Source: an optimization exercise on an open RTL-to-GDS flow (aim: small area and a short achievable clock period). Production flows keep margins and buffers that such runs may drop. At most, simulation tests tie the RTL to the original design; equivalence was not proved.

==> module mac_acc, before the edit <==
module mac_acc(input sys_en, input [24:0] acc, input [15:0] prod, output [24:0] acc_next);
    wire [15:0] pg = prod & {16{sys_en}};
    wire cy16;
    wire [15:0] lo_sum;
    wire [15:0] g151 = acc[15:0] & pg;
    wire [15:0] p152 = acc[15:0] ^ pg;
    wire G153 = g151[1] | (p152[1] & g151[0]);
    wire G154 = g151[2] | (p152[2] & G153);
    wire G155 = g151[3] | (p152[3] & G154);
    wire G156 = g151[4] | (p152[4] & G155);
    wire G157 = g151[5] | (p152[5] & G156);
    wire G158 = g151[6] | (p152[6] & G157);
    wire G159 = g151[7] | (p152[7] & G158);
    wire G160 = g151[9] | (p152[9] & g151[8]);
    wire P161 = p152[9] & p152[8];
    wire G162 = g151[11] | (p152[11] & g151[10]);
    wire P163 = p152[11] & p152[10];
    wire G164 = g151[13] | (p152[13] & g151[12]);
    wire P165 = p152[13] & p152[12];
    wire G166 = g151[15] | (p152[15] & g151[14]);
    wire P167 = p152[15] & p152[14];
    wire G168 = g151[10] | (p152[10] & G160);
    wire P169 = p152[10] & P161;
    wire G170 = G162 | (P163 & G160);
    wire P171 = P163 & P161;
    wire G172 = g151[14] | (p152[14] & G164);
    wire P173 = p152[14] & P165;
    wire G174 = G166 | (P167 & G164);
    wire P175 = P167 & P165;
    wire G176 = g151[12] | (p152[12] & G170);
    wire P177 = p152[12] & P171;
    wire G178 = G164 | (P165 & G170);
    wire P179 = P165 & P171;
    wire G180 = G172 | (P173 & G170);
    wire P181 = P173 & P171;
    wire G182 = G174 | (P175 & G170);
    wire P183 = P175 & P171;
    wire G184 = g151[8] | (p152[8] & G159);
    wire G185 = G160 | (P161 & G159);
    wire G186 = G168 | (P169 & G159);
    wire G187 = G170 | (P171 & G159);
    wire G188 = G176 | (P177 & G159);
    wire G189 = G178 | (P179 & G159);
    wire G190 = G180 | (P181 & G159);
    wire G191 = G182 | (P183 & G159);
    assign lo_sum = p152 ^ {G190, G189, G188, G187, G186, G185, G184, G159, G158, G157, G156, G155, G154, G153, g151[0], 1'b0};
    assign cy16 = G191;
    assign acc_next[15:0] = lo_sum;
    wire inc = cy16 & ~pg[15];
    wire dec = pg[15] & ~cy16;
    wire [8:0] hi = acc[24:16];
    wire [8:0] ones, zeros;
    assign ones[0] = 1'b1;
    assign zeros[0] = 1'b1;
    assign ones[1] = ones[0] & hi[0];
    assign zeros[1] = zeros[0] & ~hi[0];
    assign ones[2] = ones[1] & hi[1];
    assign zeros[2] = zeros[1] & ~hi[1];
    assign ones[3] = ones[2] & hi[2];
    assign zeros[3] = zeros[2] & ~hi[2];
    assign ones[4] = ones[3] & hi[3];
    assign zeros[4] = zeros[3] & ~hi[3];
    assign ones[5] = ones[4] & hi[4];
    assign zeros[5] = zeros[4] & ~hi[4];
    assign ones[6] = ones[5] & hi[5];
    assign zeros[6] = zeros[5] & ~hi[5];
    assign ones[7] = ones[6] & hi[6];
    assign zeros[7] = zeros[6] & ~hi[6];
    assign ones[8] = ones[7] & hi[7];
    assign zeros[8] = zeros[7] & ~hi[7];
    assign acc_next[24:16] = hi ^ (({9{inc}} & ones) | ({9{dec}} & zeros));
endmodule
==> flow/config.mk <==
export PLATFORM = sky130hd
export DESIGN_NAME = MAC_25
export DESIGN_NICKNAME = MAC_25
export VERILOG_FILES = /design/flow/design.v
export SDC_FILE = /design/flow/constraint.sdc
export NUM_CORES = 4
export LEC_CHECK = 0
export CAP_MARGIN = 20
export CORE_MARGIN = 2
export CORE_UTILIZATION = 40
export SETUP_SLACK_MARGIN = 2.5
export SLEW_MARGIN = 20
==> flow/constraint.sdc <==
create_clock -name core_clock -period 12.0 [get_ports {sys_clk}]
set_input_delay 2.4000 -clock core_clock [delete_from_list [all_inputs] [get_ports {sys_clk}]]
set_output_delay 2.4000 -clock core_clock [all_outputs]
set_load 0.01 [all_outputs]
standard.sh (not shown) runs the stock make flow with config.mk's settings and CLKGATE_MAP_FILE= SYNTH_SCRIPT=/design/flow/synth_recipe.tcl, a recipe that flattens the netlist after the stock synthesis.
==> flow/flow/run.sh <==
#!/bin/bash
set -euo pipefail
sed 's/yosys synth -nofsm -noshare/yosys synth -nofsm -noshare -noabc/' synth_recipe.tcl > my_synth.tcl
bash standard.sh "SYNTH_SCRIPT=$PWD/my_synth.tcl" "BUFFER_PORTS_ARGS=-buffer_cell sky130_fd_sc_hd__buf_1" finish > standard.log 2>&1
Change:
--- a/flow/design.v
+++ b/flow/design.v
@@ -332,44 +332,50 @@
     wire G154 = g151[2] | (p152[2] & G153);
     wire G155 = g151[3] | (p152[3] & G154);
     wire G156 = g151[4] | (p152[4] & G155);
     wire G157 = g151[5] | (p152[5] & G156);
-    wire G158 = g151[6] | (p152[6] & G157);
-    wire G159 = g151[7] | (p152[7] & G158);
+    wire G158 = g151[7] | (p152[7] & g151[6]);
+    wire P159 = p152[7] & p152[6];
     wire G160 = g151[9] | (p152[9] & g151[8]);
     wire P161 = p152[9] & p152[8];
     wire G162 = g151[11] | (p152[11] & g151[10]);
     wire P163 = p152[11] & p152[10];
     wire G164 = g151[13] | (p152[13] & g151[12]);
     wire P165 = p152[13] & p152[12];
     wire G166 = g151[15] | (p152[15] & g151[14]);
     wire P167 = p152[15] & p152[14];
-    wire G168 = g151[10] | (p152[10] & G160);
-    wire P169 = p152[10] & P161;
-    wire G170 = G162 | (P163 & G160);
-    wire P171 = P163 & P161;
-    wire G172 = g151[14] | (p152[14] & G164);
-    wire P173 = p152[14] & P165;
-    wire G174 = G166 | (P167 & G164);
-    wire P175 = P167 & P165;
-    wire G176 = g151[12] | (p152[12] & G170);
-    wire P177 = p152[12] & P171;
-    wire G178 = G164 | (P165 & G170);
-    wire P179 = P165 & P171;
+    wire G168 = g151[8] | (p152[8] & G158);
+    wire P169 = p152[8] & P159;
+    wire G170 = G160 | (P161 & G158);
+    wire P171 = P161 & P159;
+    wire G172 = g151[12] | (p152[12] & G162);
+    wire P173 = p152[12] & P163;
+    wire G174 = G164 | (P165 & G162);
+    wire P175 = P165 & P163;
+    wire G176 = g151[10] | (p152[10] & G170);
+    wire P177 = p152[10] & P171;
+    wire G178 = G162 | (P163 & G170);
+    wire P179 = P163 & P171;
     wire G180 = G172 | (P173 & G170);
     wire P181 = P173 & P171;
     wire G182 = G174 | (P175 & G170);
     wire P183 = P175 & P171;
-    wire G184 = g151[8] | (p152[8] & G159);
-    wire G185 = G160 | (P161 & G159);
-    wire G186 = G168 | (P169 & G159);
-    wire G187 = G170 | (P171 & G159);
-    wire G188 = G176 | (P177 & G159);
-    wire G189 = G178 | (P179 & G159);
-    wire G190 = G180 | (P181 & G159);
-    wire G191 = G182 | (P183 & G159);
-    assign lo_sum = p152 ^ {G190, G189, G188, G187, G186, G185, G184, G159, G158, G157, G156, G155, G154, G153, g151[0], 1'b0};
-    assign cy16 = G191;
+    wire G184 = g151[14] | (p152[14] & G182);
+    wire P185 = p152[14] & P183;
+    wire G186 = G166 | (P167 & G182);
+    wire P187 = P167 & P183;
+    wire G188 = g151[6] | (p152[6] & G157);
+    wire G189 = G158 | (P159 & G157);
+    wire G190 = G168 | (P169 & G157);
+    wire G191 = G170 | (P171 & G157);
+    wire G192 = G176 | (P177 & G157);
+    wire G193 = G178 | (P179 & G157);
+    wire G194 = G180 | (P181 & G157);
+    wire G195 = G182 | (P183 & G157);
+    wire G196 = G184 | (P185 & G157);
+    wire G197 = G186 | (P187 & G157);
+    assign lo_sum = p152 ^ {G196, G195, G194, G193, G192, G191, G190, G189, G188, G157, G156, G155, G154, G153, g151[0], 1'b0};
+    assign cy16 = G197;
     assign acc_next[15:0] = lo_sum;
     wire inc = cy16 & ~pg[15];
     wire dec = pg[15] & ~cy16;
     wire [8:0] hi = acc[24:16];
The changed run finished clean.
Synthesized cell count rose slightly.
Routed wire length goes up by a few percent.
Synthesized area went up slightly.
Clock skew barely changes.
Design area rises slightly.
Via count rose by a few percent.
Die area is higher slightly.
Setup slack gets worse by 0.13 ns.
No functional check of the RTL was part of the second run of this note.

========
## run P
Another version of the RTL of MAC_25 (not shown whole).
For scale: roughly 340 cells after synthesis, roughly 25 flip-flops.
==> flow/config.mk <==
export PLATFORM = sky130hd
export DESIGN_NAME = MAC_25
export DESIGN_NICKNAME = MAC_25
export VERILOG_FILES = /design/flow/design.v
export SDC_FILE = /design/flow/constraint.sdc
export NUM_CORES = 4
export LEC_CHECK = 0
export CAP_MARGIN = 20
export CORE_MARGIN = 2
export CORE_UTILIZATION = 40
export SETUP_SLACK_MARGIN = 3
export SLEW_MARGIN = 20
==> flow/constraint.sdc <==
create_clock -name core_clock -period 12.0 [get_ports {sys_clk}]
set_input_delay 2.4000 -clock core_clock [delete_from_list [all_inputs] [get_ports {sys_clk}]]
set_output_delay 2.4000 -clock core_clock [all_outputs]
set_load 0.01 [all_outputs]
Scripts as last shown in full above: flow/flow/run.sh
For run D, these inputs were changed with respect to run P:
-- flow/design.v --
<<< run P, line 188
    wire s17 = c8 ^ s13 ^ s15;
    wire c18 = (c8 & s13) | (c8 & s15) | (s13 & s15);
    wire s19 = c10 ^ s17;
    wire c20 = c10 & s17;
    wire s21 = pp0_6 ^ pp1_5 ^ pp2_4;
    wire c22 = (pp0_6 & pp1_5) | (pp0_6 & pp2_4) | (pp1_5 & pp2_4);
>>> run D, line 188
    wire s17 = c8 ^ s13 ^ s15;
    wire c18 = (c8 & s13) | (c8 & s15) | (s13 & s15);
    wire s19 = c10 ^ s17 ^ c12;
    wire c20 = (c10 & s17) | (c10 & c12) | (s17 & c12);
    wire s21 = pp0_6 ^ pp1_5 ^ pp2_4;
    wire c22 = (pp0_6 & pp1_5) | (pp0_6 & pp2_4) | (pp1_5 & pp2_4);
<<< run P, line 198
    wire s27 = s21 ^ s23 ^ c18;
    wire c28 = (s21 & s23) | (s21 & c18) | (s23 & c18);
    wire s29 = s25 ^ c20;
    wire c30 = s25 & c20;
    wire s31 = pp0_7 ^ pp1_6 ^ pp2_5;
    wire c32 = (pp0_7 & pp1_6) | (pp0_7 & pp2_5) | (pp1_6 & pp2_5);
>>> run D, line 198
    wire s27 = s21 ^ s23 ^ c18;
    wire c28 = (s21 & s23) | (s21 & c18) | (s23 & c18);
    wire s29 = s25 ^ s27;
    wire c30 = s25 & s27;
    wire s31 = pp0_7 ^ pp1_6 ^ pp2_5;
    wire c32 = (pp0_7 & pp1_6) | (pp0_7 & pp2_5) | (pp1_6 & pp2_5);
<<< run P, line 210
    wire s39 = pp7_c ^ pp7_0 ^ s35;
    wire c40 = (pp7_c & pp7_0) | (pp7_c & s35) | (pp7_0 & s35);
    wire s41 = c28 ^ s37 ^ c30;
    wire c42 = (c28 & s37) | (c28 & c30) | (s37 & c30);
    wire s43 = pp0_8 ^ pp1_7 ^ pp2_6;
    wire c44 = (pp0_8 & pp1_7) | (pp0_8 & pp2_6) | (pp1_7 & pp2_6);
>>> run D, line 210
    wire s39 = pp7_c ^ pp7_0 ^ s35;
    wire c40 = (pp7_c & pp7_0) | (pp7_c & s35) | (pp7_0 & s35);
    wire s41 = c28 ^ s37 ^ s39;
    wire c42 = (c28 & s37) | (c28 & s39) | (s37 & s39);
    wire s43 = pp0_8 ^ pp1_7 ^ pp2_6;
    wire c44 = (pp0_8 & pp1_7) | (pp0_8 & pp2_6) | (pp1_7 & pp2_6);
<<< run P, line 254
    wire s83 = pp6_7 ^ c80 ^ pp7_6;
    wire c84 = (pp6_7 & c80) | (pp6_7 & pp7_6) | (c80 & pp7_6);
    assign ra = {pp7_8, pp7_7, s83, c78, s77, c64, c54, c42, s39, s27, c12, s11, s5, s1, pp0_1, pp0_0};
    assign rb = {1'b0, c84, c82, s81, c72, s71, s63, s53, s41, s29, s19, 1'b0, 1'b0, 1'b0, pp1_0, 1'b0};
endmodule
module mac_cpa(input [15:0] ra, input [15:0] rb, output [15:0] prod);
>>> run D, line 254
    wire s83 = pp6_7 ^ c80 ^ pp7_6;
    wire c84 = (pp6_7 & c80) | (pp6_7 & pp7_6) | (c80 & pp7_6);
    assign ra = {pp7_8, pp7_7, s83, c78, s77, c64, c54, c42, c30, c20, s19, s11, s5, s1, pp0_1, pp0_0};
    assign rb = {1'b0, c84, c82, s81, c72, s71, s63, s53, s41, s29, 1'b0, 1'b0, 1'b0, 1'b0, pp1_0, 1'b0};
endmodule
module mac_cpa(input [15:0] ra, input [15:0] rb, output [15:0] prod);
==> summary.txt <==
- Synthesized cell area, run P and run D: larger value in run P
- Run D | status: complete | timing, DRC, antenna: pass
- On sequential share of layout area, run P and run D are basically level.
- NOTE: synthesized instance count in run D falls short of that of run P
- Run D vs. run P: area share of and/or/nand/nor cells after synthesis saw little to no change, share of final layout cell area taken by clock buffers and inverters held steady, minimum period implied by the final worst setup slack -0.012 ns.
- The period utilization was comparable across run P and run D.
- Run D ends up with a worst slack at placement that is 0.28 ns lower than in run P.
No run of this note included a check of the RTL's function; only the layout flow was run.

## re-timing with driven ports
No port has a modelled driver above. Below, the same layouts with a new extraction and two added sets of constraints.
Step 1 assumes that a clkbuf_16 drives the clock port and a buf_2 every other input.
Step 2 adds t to the input delays and takes it off the output delays; t is the mean of the earliest and latest rising clock arrival at the registers after step 1. Input paths then give back, and output paths get back, about the clock's delay inside the block.
Three values: ideal ports, drivers, drivers and shift; two values: the first two.
run	shift t [ns]	setup slack, ns	latest minus earliest clock arrival (ns)	worst slew at a driven data input, ns	pins driven straight from the clock port
the first run of note 1	0.304	2.834 / 2.807 / 2.759	0.006 / 0.006	0.04	1
the second run of note 1	0.299	2.700 / 2.678 / 2.666	0.005 / 0.005	0.03	1
run P	0.298	3.065 / 3.020 / 3.020	0.008 / 0.008	0.06	1
run D	0.294	3.077 / 3.017 / 3.017	0.008 / 0.007	0.08	1
After both steps setup and hold are still met in every run listed. The setup slack of the first run of note 1, which loses most, moves by -0.027 ns with the drivers and by -0.075 ns with both steps.
